Background: an optimization exercise with open tools, aiming at small area, a short achievable clock period and few clock cycles per item. Do not read the settings as production practice.
Function was checked by simulation only, so behaviour that the tests miss may differ from the original.

==> inputs of run H <==
==> flow/design.v <==
module SHA1_hash (
	clk,
	nreset,
	start_hash,
	message_addr,
	message_size,
	hash,
	done,
	port_A_data_in,
	port_A_data_out,
	port_A_addr,
	port_A_we
	);
input          clk;
input          nreset;
input          start_hash;
input  [31:0]  message_addr;
input  [31:0]  message_size;
output [159:0] hash;
output         done;
output [31:0]  port_A_data_in;
input  [31:0]  port_A_data_out;
output [15:0]  port_A_addr;
output         port_A_we;
reg         busy, done, first;
reg  [6:0]  p;
reg         isT1, isT12, cld, rot, memsel, adinc, is15;
reg         fch, fpar, fmaj;
reg         xiv, x30, xa, nfirst;
reg  [31:0] Kv, IVv;        
reg  [31:0] A, B, C, D, F, J;
reg  [31:0] H0, H1, H2, H3, H4;
reg  [511:0] W;              
reg  [13:0] addr;
reg  [7:0]  wc;              
reg         over;            
reg  [1:0]  sz;              
reg  [3:0]  blk;             
assign port_A_we      = 1'b0;
assign port_A_data_in = 32'h0;
assign port_A_addr    = {addr, 2'b00};
assign hash           = {H0, H1, H2, H3, H4};
wire start_go = start_hash & ~busy;
wire [6:0] pinc = (p == 7'd81) ? 7'd0 : p + 7'd1;
function [1:0] rng;
	input [6:0] q;
	rng = (q < 20) ? 2'd0 : (q < 40) ? 2'd1 : (q < 60) ? 2'd2 : 2'd3;
endfunction
always @(posedge clk) begin
	if (start_go) begin
		p      <= 7'd78;
		isT1   <= 1'b0;
		isT12  <= 1'b0;
		cld    <= 1'b0;
		rot    <= 1'b1;
		x30    <= 1'b0;
		memsel <= 1'b0;
		adinc  <= 1'b0;
		is15   <= 1'b0;
		fch    <= 1'b0;
		fpar   <= 1'b1;
		fmaj   <= 1'b0;
		xiv    <= 1'b1;
		xa     <= 1'b0;
		nfirst <= 1'b0;
		Kv     <= 32'hca62c1d6;
		IVv    <= 32'hc3d2e1f0;
	end else begin
		p      <= pinc;
		isT1   <= (p == 7'd81);
		isT12  <= (p == 7'd81) || (p == 7'd0);
		cld    <= (p == 7'd80) || (p == 7'd81);
		rot    <= (p >= 7'd77);
		x30    <= !(first && !isT1) && (p >= 7'd77) && (p <= 7'd79);
		memsel <= (p == 7'd81) || (p <= 7'd14);
		adinc  <= (p >= 7'd80) || (p <= 7'd13);
		is15   <= (p == 7'd14);
		fch    <= (rng(p) == 2'd0);
		fpar   <= (rng(p) == 2'd1) || (rng(p) == 2'd3);
		fmaj   <= (rng(p) == 2'd2);
		case (rng(p))
			2'd0:    Kv <= 32'h5a827999;
			2'd1:    Kv <= 32'h6ed9eba1;
			2'd2:    Kv <= 32'h8f1bbcdc;
			default: Kv <= 32'hca62c1d6;
		endcase
		xiv    <= first && !isT1;
		xa     <= !(first && !isT1) && ((p == 7'd80) || (p == 7'd81));
		nfirst <= !(first && !isT1);
		IVv    <= (p == 7'd81) ? 32'h67452301 : (p == 7'd80) ? 32'hefcdab89 :
		          (p == 7'd79) ? 32'h98badcfe : (p == 7'd78) ? 32'h10325476 :
		          32'hc3d2e1f0;
	end
end
wire [6:0] nbs = message_size[9:3] + 7'd1;    
always @(posedge clk or negedge nreset) begin
	if (!nreset) begin
		busy <= 1'b0;
		done <= 1'b0;
	end else if (start_go) begin
		busy <= 1'b1;
		done <= 1'b0;
	end else if (busy && isT1 && !first && blk == 4'd0) begin
		busy <= 1'b0;
		done <= 1'b1;
	end
end
always @(posedge clk) begin
	if (start_go) begin
		first <= 1'b1;
		blk   <= nbs[6:3];
	end else if (isT1) begin
		first <= 1'b0;
		if (!first && blk != 4'd0)
			blk <= blk - 4'd1;
	end
end
always @(posedge clk) begin
	if (start_go)
		addr <= message_addr[15:2];
	else if (adinc)
		addr <= addr + 14'd1;
end
always @(posedge clk) begin
	if (start_go) begin
		wc   <= message_size[9:2];
		over <= 1'b0;
		sz   <= message_size[1:0];
	end else if (memsel) begin
		if (wc == 8'd0)
			over <= 1'b1;
		else
			wc <= wc - 8'd1;
	end
end
wire [31:0] mbe = {port_A_data_out[7:0], port_A_data_out[15:8],
                   port_A_data_out[23:16], port_A_data_out[31:24]};
reg  [31:0] mmask, mpad;
always @* begin
	if (over) begin
		mmask = 32'h0;
		mpad  = 32'h0;
	end else if (wc == 8'd0) begin
		case (sz)
			2'd0: begin mmask = 32'h00000000; mpad = 32'h80000000; end
			2'd1: begin mmask = 32'hff000000; mpad = 32'h00800000; end
			2'd2: begin mmask = 32'hffff0000; mpad = 32'h00008000; end
			default: begin mmask = 32'hffffff00; mpad = 32'h00000080; end
		endcase
	end else begin
		mmask = 32'hffffffff;
		mpad  = 32'h0;
	end
end
wire        islen = is15 && blk == 4'd0;
wire [31:0] wlen  = islen ? {19'd0, message_size[9:0], 3'd0} : 32'h0;
wire [31:0] wmem  = (mbe & mmask) | mpad | wlen;
wire [31:0] wx  = W[447:416] ^ W[287:256] ^ W[95:64] ^ W[31:0];
wire [31:0] wnw = memsel ? wmem : {wx[30:0], wx[31]};
always @(posedge clk)
	W <= {wnw, W[511:32]};
wire [31:0] Cr = {B[1:0], B[31:2]};            
wire [31:0] fv = ({32{fch}}  & ((A & Cr) | (~A & C))) |
                 (({32{fpar}} & A) ^ ({32{fpar}} & Cr) ^ ({32{fpar}} & C)) |
                 ({32{fmaj}} & ((A & Cr) | (A & C) | (Cr & C)));
wire [31:0] Xv   = ({32{xiv}} & IVv) | ({32{x30}} & {A[1:0], A[31:2]}) | ({32{xa}} & A);
wire [31:0] Hop  = {32{nfirst}} & H4;
wire [31:0] hsum, Anew, Jn;
sha1_add32 u_hadd (.a(Hop), .b(Xv), .s(hsum));
wire [31:0] Am   = {32{~isT12}} & {A[26:0], A[31:27]};
sha1_add3  u_aadd (.a(Am), .b(F), .c(J), .s(Anew));
sha1_add3  u_jadd (.a(D), .b(Kv), .c(W[511:480]), .s(Jn));
always @(posedge clk) begin
	A <= Anew;
	B <= isT1 ? {H1[29:0], H1[31:30]} : A;
	C <= cld ? H2 : Cr;
	D <= C;
	F <= cld ? hsum : fv;
	J <= {32{~cld}} & Jn;
end
always @(posedge clk) begin
	if (busy && rot) begin
		H0 <= hsum;
		H1 <= H0;
		H2 <= H1;
		H3 <= H2;
		H4 <= H3;
	end
end
endmodule
module sha1_add3 (a, b, c, s);
input  [31:0] a, b, c;
output [31:0] s;
wire [31:0] cs, cc;
sha1_xor3 u_s (.a(a), .b(b), .c(c), .y(cs));
sha1_maj  u_c (.a(a), .b(b), .c(c), .y(cc));
sha1_add32 u_add (.a(cs), .b({cc[30:0], 1'b0}), .s(s));
endmodule
module sha1_add32 (a, b, s);
input  [31:0] a, b;
output [31:0] s;
wire [31:0] g0, p0, g1, g2, g3, g4, g5;
wire [31:2] p1;
wire [31:4] p2;
wire [31:8] p3;
wire [31:16] p4;
sha1_and #(32) u_g (.a(a), .b(b), .y(g0));
sha1_xor #(32) u_p (.a(a), .b(b), .y(p0));
assign g1[0] = g0[0];
sha1_ao  #(31) u_g1 (.g(g0[31:1]),  .p(p0[31:1]),  .c(g0[30:0]), .y(g1[31:1]));
sha1_and #(30) u_p1 (.a(p0[31:2]),  .b(p0[30:1]),  .y(p1[31:2]));
assign g2[1:0] = g1[1:0];
sha1_ao  #(30) u_g2 (.g(g1[31:2]),  .p(p1[31:2]),  .c(g1[29:0]), .y(g2[31:2]));
sha1_and #(28) u_p2 (.a(p1[31:4]),  .b(p1[29:2]),  .y(p2[31:4]));
assign g3[3:0] = g2[3:0];
sha1_ao  #(28) u_g3 (.g(g2[31:4]),  .p(p2[31:4]),  .c(g2[27:0]), .y(g3[31:4]));
sha1_and #(24) u_p3 (.a(p2[31:8]),  .b(p2[27:4]),  .y(p3[31:8]));
assign g4[7:0] = g3[7:0];
sha1_ao  #(24) u_g4 (.g(g3[31:8]),  .p(p3[31:8]),  .c(g3[23:0]), .y(g4[31:8]));
sha1_and #(16) u_p4 (.a(p3[31:16]), .b(p3[23:8]),  .y(p4[31:16]));
assign g5[15:0] = g4[15:0];
sha1_ao  #(16) u_g5 (.g(g4[31:16]), .p(p4[31:16]), .c(g4[15:0]), .y(g5[31:16]));
assign s[0] = p0[0];
sha1_xor #(31) u_s (.a(p0[31:1]), .b(g5[30:0]), .y(s[31:1]));
endmodule
module sha1_and (a, b, y);
parameter N = 32;
input  [N-1:0] a, b;
output [N-1:0] y;
assign y = a & b;
endmodule
module sha1_xor (a, b, y);
parameter N = 32;
input  [N-1:0] a, b;
output [N-1:0] y;
assign y = a ^ b;
endmodule
module sha1_ao (g, p, c, y);
parameter N = 32;
input  [N-1:0] g, p, c;
output [N-1:0] y;
assign y = g | (p & c);
endmodule
module sha1_xor3 (a, b, c, y);
input  [31:0] a, b, c;
output [31:0] y;
assign y = a ^ b ^ c;
endmodule
module sha1_maj (a, b, c, y);
input  [31:0] a, b, c;
output [31:0] y;
assign y = (a & b) | (a & c) | (b & c);
endmodule
==> flow/run.sh <==
#!/bin/bash
# synth_recipe.tcl (not shown) runs the flow's synth.tcl, then flattens the netlist and writes it again
# the make line also repeats each setting of config.mk as NAME=value (left out here)
make -C /OpenROAD-flow-scripts/flow DESIGN_CONFIG=/design/flow/config.mk WORK_HOME=/design/flow/orfs CLKGATE_MAP_FILE= SYNTH_SCRIPT=/design/flow/synth_recipe.tcl finish
==> flow/config.mk <==
export PLATFORM = sky130hd
export DESIGN_NAME = SHA1_hash
export DESIGN_NICKNAME = SHA1_hash
export VERILOG_FILES = /design/flow/design.v
export SDC_FILE = /design/flow/constraint.sdc
export NUM_CORES = 4
export LEC_CHECK = 0
export CAP_MARGIN = 20
export CORE_MARGIN = 2
export CORE_UTILIZATION = 45
export PLACE_DENSITY = 0.6
export SETUP_SLACK_MARGIN = 3.6
export SLEW_MARGIN = 20
export SYNTH_HIERARCHICAL = 1
export SYNTH_MINIMUM_KEEP_SIZE = 0
export TNS_END_PERCENT = 10
==> flow/constraint.sdc <==
create_clock -name core_clock -period 6.3 [get_ports {clk}]
set_input_delay 1.2600 -clock core_clock [delete_from_list [all_inputs] [get_ports {clk}]]
set_output_delay 1.2600 -clock core_clock [all_outputs]
set_load 0.01 [all_outputs]
==> run F (differences from run H) <==
--- a/flow/design.v
+++ b/flow/design.v
@@ -164,18 +164,17 @@
                  (({32{fpar}} & A) ^ ({32{fpar}} & Cr) ^ ({32{fpar}} & C)) |
                  ({32{fmaj}} & ((A & Cr) | (A & C) | (Cr & C)));
-wire [31:0] Xv   = ({32{xiv}} & IVv) | ({32{x30}} & {A[1:0], A[31:2]}) | ({32{xa}} & A);
-wire [31:0] Hop  = {32{nfirst}} & H4;
+wire [31:0] Xv   = ({32{x30}} & {A[1:0], A[31:2]}) | ({32{xa}} & A);
+wire [31:0] Hop  = ({32{nfirst}} & H4) | ({32{xiv}} & IVv);
 wire [31:0] hsum, Anew, Jn;
 sha1_add32 u_hadd (.a(Hop), .b(Xv), .s(hsum));
-wire [31:0] Am   = {32{~isT12}} & {A[26:0], A[31:27]};
-sha1_add3  u_aadd (.a(Am), .b(F), .c(J), .s(Anew));
+sha1_add3  u_aadd (.a({A[26:0], A[31:27]}), .b(F), .c(J), .s(Anew));
 sha1_add3  u_jadd (.a(D), .b(Kv), .c(W[511:480]), .s(Jn));
 always @(posedge clk) begin
-	A <= Anew;
+	A <= isT12 ? H0 : Anew;
 	B <= isT1 ? {H1[29:0], H1[31:30]} : A;
 	C <= cld ? H2 : Cr;
 	D <= C;
-	F <= cld ? hsum : fv;
-	J <= {32{~cld}} & Jn;
+	F <= fv;
+	J <= Jn;
 end
 always @(posedge clk) begin
@@ -193,5 +192,7 @@
 output [31:0] s;
 wire [31:0] cs, cc;
-sha1_xor3 u_s (.a(a), .b(b), .c(c), .y(cs));
+wire [31:0] bc;
+sha1_xor #(32) u_bc (.a(b), .b(c), .y(bc));
+sha1_xor #(32) u_s  (.a(a), .b(bc), .y(cs));
 sha1_maj  u_c (.a(a), .b(b), .c(c), .y(cc));
 sha1_add32 u_add (.a(cs), .b({cc[30:0], 1'b0}), .s(s));
@@ -242,9 +243,4 @@
 assign y = g | (p & c);
 endmodule
-module sha1_xor3 (a, b, c, y);
-input  [31:0] a, b, c;
-output [31:0] y;
-assign y = a ^ b ^ c;
-endmodule
 module sha1_maj (a, b, c, y);
 input  [31:0] a, b, c;
==> flow/flow/run.sh (new file) <==
#!/bin/bash
# The standard layout, with the port buffers made as buf_1 cells instead of
# the resizer's default choice (a delay buffer). Full output in standard.log.
set -e
export BUFFER_PORTS_ARGS="-buffer_cell sky130_fd_sc_hd__buf_1"
bash standard.sh > standard.log 2>&1
==> flow/standard.sh (new file) <==
#!/bin/bash
# synth_recipe.tcl (not shown) runs the flow's synth.tcl, then flattens the netlist and writes it again
# the make line also repeats each setting of config.mk as NAME=value (left out here)
make -C /OpenROAD-flow-scripts/flow DESIGN_CONFIG=/design/flow/config.mk WORK_HOME=/design/flow/orfs CLKGATE_MAP_FILE= SYNTH_SCRIPT=/design/flow/synth_recipe.tcl "${@:-finish}"
CTS_CLUSTER_DIAMETER = 70   (was not set)
CTS_CLUSTER_SIZE = 34   (was not set)
PLACE_DENSITY = 0.72   (was 0.6)
TNS_END_PERCENT = not set   (was 10)
removed: flow/run.sh
==> run P (differences from run H) <==
--- a/flow/design.v
+++ b/flow/design.v
@@ -168,14 +168,13 @@
 wire [31:0] hsum, Anew, Jn;
 sha1_add32 u_hadd (.a(Hop), .b(Xv), .s(hsum));
-wire [31:0] Am   = {32{~isT12}} & {A[26:0], A[31:27]};
-sha1_add3  u_aadd (.a(Am), .b(F), .c(J), .s(Anew));
+sha1_add3  u_aadd (.a({A[26:0], A[31:27]}), .b(F), .c(J), .s(Anew));
 sha1_add3  u_jadd (.a(D), .b(Kv), .c(W[511:480]), .s(Jn));
 always @(posedge clk) begin
-	A <= Anew;
+	A <= isT12 ? H0 : Anew;
 	B <= isT1 ? {H1[29:0], H1[31:30]} : A;
 	C <= cld ? H2 : Cr;
 	D <= C;
-	F <= cld ? hsum : fv;
-	J <= {32{~cld}} & Jn;
+	F <= fv;
+	J <= Jn;
 end
 always @(posedge clk) begin
==> flow/flow/run.sh (new file) <==
#!/bin/bash
# The standard layout, with the port buffers made as buf_1 cells instead of
# the resizer's default choice (a delay buffer). Full output in standard.log.
set -e
export BUFFER_PORTS_ARGS="-buffer_cell sky130_fd_sc_hd__buf_1"
bash standard.sh > standard.log 2>&1
==> flow/standard.sh (new file) <==
#!/bin/bash
# synth_recipe.tcl (not shown) runs the flow's synth.tcl, then flattens the netlist and writes it again
# the make line also repeats each setting of config.mk as NAME=value (left out here)
make -C /OpenROAD-flow-scripts/flow DESIGN_CONFIG=/design/flow/config.mk WORK_HOME=/design/flow/orfs CLKGATE_MAP_FILE= SYNTH_SCRIPT=/design/flow/synth_recipe.tcl "${@:-finish}"
CTS_CLUSTER_DIAMETER = 70   (was not set)
CTS_CLUSTER_SIZE = 28   (was not set)
TNS_END_PERCENT = not set   (was 10)
removed: flow/run.sh
==> run X (differences from run H) <==
==> flow/design.v, changed modules only <==
module SHA1_hash (
	clk,
	nreset,
	start_hash,
	message_addr,
	message_size,
	hash,
	done,
	port_A_data_in,
	port_A_data_out,
	port_A_addr,
	port_A_we
	);
input          clk;
input          nreset;
input          start_hash;
input  [31:0]  message_addr;
input  [31:0]  message_size;
output [159:0] hash;
output         done;
output [31:0]  port_A_data_in;
input  [31:0]  port_A_data_out;
output [15:0]  port_A_addr;
output         port_A_we;
reg         busy, done, first;
reg  [6:0]  p;
reg         isT, rot, x30, tph, memsel, adinc, is13;
reg  [1:0]  rngF, rngK;
reg  [2:0]  ivi;
reg  [31:0] A, B, C, G, J;
reg  [31:0] H0, H1, H2, H3, H4;
reg  [511:0] W;              
reg  [13:0] addr;
reg  [7:0]  wc;              
reg         over;            
reg  [1:0]  sz;              
reg  [3:0]  blk;             
assign port_A_we      = 1'b0;
assign port_A_data_in = 32'h0;
assign port_A_addr    = {addr, 2'b00};
assign hash           = {H0, H1, H2, H3, H4};
wire start_go = start_hash & ~busy;
wire [6:0] pinc = (p == 7'd80) ? 7'd0 : p + 7'd1;
function [1:0] rng;
	input [6:0] q;
	rng = (q < 20) ? 2'd0 : (q < 40) ? 2'd1 : (q < 60) ? 2'd2 : 2'd3;
endfunction
always @(posedge clk) begin
	if (start_go) begin
		p      <= 7'd77;
		isT    <= 1'b0;
		rot    <= 1'b1;
		x30    <= 1'b1;
		tph    <= 1'b0;
		memsel <= 1'b0;
		adinc  <= 1'b0;
		is13   <= 1'b0;
		rngF   <= 2'd3;
		rngK   <= 2'd3;
		ivi    <= 3'd4;
	end else begin
		p      <= pinc;
		isT    <= (pinc == 7'd0);
		rot    <= (pinc >= 7'd77) || (pinc == 7'd0);
		x30    <= (pinc >= 7'd77) && (pinc <= 7'd79);
		tph    <= (pinc == 7'd80) || (pinc == 7'd0);
		memsel <= (pinc >= 7'd79) || (pinc <= 7'd13);
		adinc  <= (pinc >= 7'd78) || (pinc <= 7'd12);
		is13   <= (pinc == 7'd13);
		rngF   <= rng(pinc);
		rngK   <= (pinc == 7'd80) ? 2'd0 : rng(pinc + 7'd1);
		ivi    <= (pinc == 7'd0) ? 3'd0 : (pinc == 7'd80) ? 3'd1 :
		          (pinc == 7'd79) ? 3'd2 : (pinc == 7'd78) ? 3'd3 : 3'd4;
	end
end
wire [6:0] nbs = message_size[9:3] + 7'd1;    
always @(posedge clk or negedge nreset) begin
	if (!nreset) begin
		busy <= 1'b0;
		done <= 1'b0;
	end else if (start_go) begin
		busy <= 1'b1;
		done <= 1'b0;
	end else if (busy && isT && !first && blk == 4'd0) begin
		busy <= 1'b0;
		done <= 1'b1;
	end
end
always @(posedge clk) begin
	if (start_go) begin
		first <= 1'b1;
		blk   <= nbs[6:3];
	end else if (isT) begin
		first <= 1'b0;
		if (!first && blk != 4'd0)
			blk <= blk - 4'd1;
	end
end
always @(posedge clk) begin
	if (start_go)
		addr <= message_addr[15:2];
	else if (adinc)
		addr <= addr + 14'd1;
end
always @(posedge clk) begin
	if (start_go) begin
		wc   <= message_size[9:2];
		over <= 1'b0;
		sz   <= message_size[1:0];
	end else if (memsel) begin
		if (wc == 8'd0)
			over <= 1'b1;
		else
			wc <= wc - 8'd1;
	end
end
wire [31:0] mbe = {port_A_data_out[7:0], port_A_data_out[15:8],
                   port_A_data_out[23:16], port_A_data_out[31:24]};
reg  [31:0] mmask, mpad;
always @* begin
	if (over) begin
		mmask = 32'h0;
		mpad  = 32'h0;
	end else if (wc == 8'd0) begin
		case (sz)
			2'd0: begin mmask = 32'h00000000; mpad = 32'h80000000; end
			2'd1: begin mmask = 32'hff000000; mpad = 32'h00800000; end
			2'd2: begin mmask = 32'hffff0000; mpad = 32'h00008000; end
			default: begin mmask = 32'hffffff00; mpad = 32'h00000080; end
		endcase
	end else begin
		mmask = 32'hffffffff;
		mpad  = 32'h0;
	end
end
wire        islen = is13 && blk == 4'd0;
wire [31:0] wlen  = islen ? {19'd0, message_size[9:0], 3'd0} : 32'h0;
wire [31:0] wmem  = (mbe & mmask) | mpad | wlen;
wire [31:0] wx  = W[447:416] ^ W[287:256] ^ W[95:64] ^ W[31:0];
wire [31:0] wnw = memsel ? wmem : {wx[30:0], wx[31]};
always @(posedge clk)
	W <= {wnw, W[511:32]};
wire [31:0] Bi = isT ? H0 : A;
wire [31:0] Ci = isT ? H1 : {B[1:0], B[31:2]};
wire [31:0] Ds = tph ? H2 : C;
reg [31:0] fv, Kv, IVv;
always @* begin
	case (rngF)
		2'd0:    fv = (Bi & Ci) | (~Bi & Ds);
		2'd2:    fv = (Bi & Ci) | (Bi & Ds) | (Ci & Ds);
		default: fv = Bi ^ Ci ^ Ds;
	endcase
	case (rngK)
		2'd0:    Kv = 32'h5a827999;
		2'd1:    Kv = 32'h6ed9eba1;
		2'd2:    Kv = 32'h8f1bbcdc;
		default: Kv = 32'hca62c1d6;
	endcase
	case (ivi)
		3'd0:    IVv = 32'h67452301;
		3'd1:    IVv = 32'hefcdab89;
		3'd2:    IVv = 32'h98badcfe;
		3'd3:    IVv = 32'h10325476;
		default: IVv = 32'hc3d2e1f0;
	endcase
end
wire [31:0] Xv   = first ? IVv : (x30 ? {A[1:0], A[31:2]} : A);
wire [31:0] Hop  = first ? 32'h0 : H4;
wire [31:0] hsum = Hop + Xv;
wire [31:0] Anew = {A[26:0], A[31:27]} + G;
always @(posedge clk) begin
	A <= isT ? hsum : Anew;
	B <= Bi;
	C <= Ci;
	G <= fv + J;
	J <= Ds + Kv + W[511:480];
end
always @(posedge clk) begin
	if (busy && rot) begin
		H0 <= hsum;
		H1 <= H0;
		H2 <= H1;
		H3 <= H2;
		H4 <= H3;
	end
end
endmodule
// module sha1_add3 removed
// module sha1_add32 removed
// module sha1_and removed
// module sha1_xor removed
// module sha1_ao removed
// module sha1_xor3 removed
// module sha1_maj removed
SETUP_SLACK_MARGIN = not set   (was 3.6)
SYNTH_HIERARCHICAL = not set   (was 1)
SYNTH_MINIMUM_KEEP_SIZE = not set   (was 0)
TNS_END_PERCENT = not set   (was 10)
==> impl_metrics.yaml <==
cells_and_area:
  layout_common_cells: "dfxtp_1, and2_1, a21o_1, buf_1, xor2_1"
  layout-drive-gt1-share_pct: 13.4
critical_path:
  crit_buf_inv: 0
  r2r-end: "A[26]$_DFF_P_"
timing:
  finalCritPeriodShare_pct: 42.7
routing:
  drt-total-wl_um: 95400
  met3WireLength_um: 3150
  wl_met2_um: 47100
status:
  status: "timing/DRC/antenna clean"
die:
  start_util_pct: 45.3
  fp.dieH_um: 288
(the above is from run P)
==> impl_metrics.yaml <==
status:
  status: "timing/DRC/antenna clean"
cells_and_area:
  layout_common_cells: "dfxtp_1, and2_1, a21o_1, xor2_1, buf_1"
  multi_input_area_share_pct: 37.9
  layout-drive-gt1-share_pct: 11.0
routing:
  met3WireLength_um: 3170
  wl_met2_um: 40300
  drtIter0Drc: 1287
timing:
  finalCritPeriodShare_pct: 43.2
cts:
  clock_path_buffers: 3
  clk_pin_slew_ns: 0.12
critical_path:
  r2r-end: "A[29]$_DFF_P_"
  crit_type: "register to register"
  crit_buf_inv: 0
synth:
  syn_area_mm2: 0.0359
die:
  fp.dieH_um: 286
  start_util_pct: 45.4
(the above is from run F)
==> impl_metrics.yaml <==
status:
  status: "timing/DRC/antenna clean"
cells_and_area:
  layout_common_cells: "dfxtp_1, clkdlybuf4s50_1, edfxtp_1, xnor2_1, o21ai_0"
  layout-drive-gt1-share_pct: 10.2
routing:
  met3WireLength_um: 3780
die:
  fp.dieH_um: 276
  start_util_pct: 45.6
critical_path:
  r2r-end: "G[28]$_DFF_P_"
  crit_buf_inv: 1
timing:
  finalCritPeriodShare_pct: 83.7
(the above is from run X)
==> impl_metrics.yaml <==
status:
  status: "timing/DRC/antenna clean"
cells_and_area:
  layout-drive-gt1-share_pct: 16.4
  final_cells: 4588
die:
  fp.dieH_um: 290
  start_util_pct: 45.6
routing:
  met3WireLength_um: 4490
  drt-total-wl_um: 104000
cts:
  htreeDepth: 3
  numClockSinks: 933
critical_path:
  crit_buf_inv: 1
  r2r-end: "F[18]$_DFF_P_"
hold_path:
  holdPathStages: 0
timing:
  hold_ws_ns: 0.319
grt:
  grt_most_used_layer: "met2"
(the above is from run H)
Testbench counts of run H, summed over its fixed seeds: cycles 68,472, messages 96.
Testbench counts of run F, summed over its fixed seeds: cycles 68,472, messages 96.
Testbench counts of run P, summed over its fixed seeds: cycles 68,472, messages 96.
Testbench counts of run X, summed over its fixed seeds: cycles 67,644, messages 96.

==> what the ideal ports hide <==
Ports are ideal in the flow. The routed layouts listed here were re-timed in OpenROAD. Step 1, drivers: a clkbuf_16 drives clk and a buf_2 each remaining input, both assumed. Step 2, shift: input delay + t, output delay - t, t = (earliest + latest rising clock arrival at the registers) / 2. This alone moves slack from input paths to output paths. Slacks: no drivers / after step 1 / after step 2; pairs: no drivers / after step 1.
run | shift t [ns] | setup WS [ns] | slew at the worst register clock pin (ns)
run H | 0.712 | 3.430 / 3.364 / 2.972 | 0.07 / 0.07
run F | 0.670 | 3.580 / 3.580 / 3.517 | 0.12 / 0.12
run P | 0.699 | 3.613 / 3.579 / 3.508 | 0.11 / 0.11
run X | 0.695 | 1.027 / 1.027 / 1.027 | 0.07 / 0.07
After both steps every run listed still meets setup and hold. For run H, which loses most, drivers alone change the setup slack by -0.066 ns; drivers and shift together by -0.458 ns.
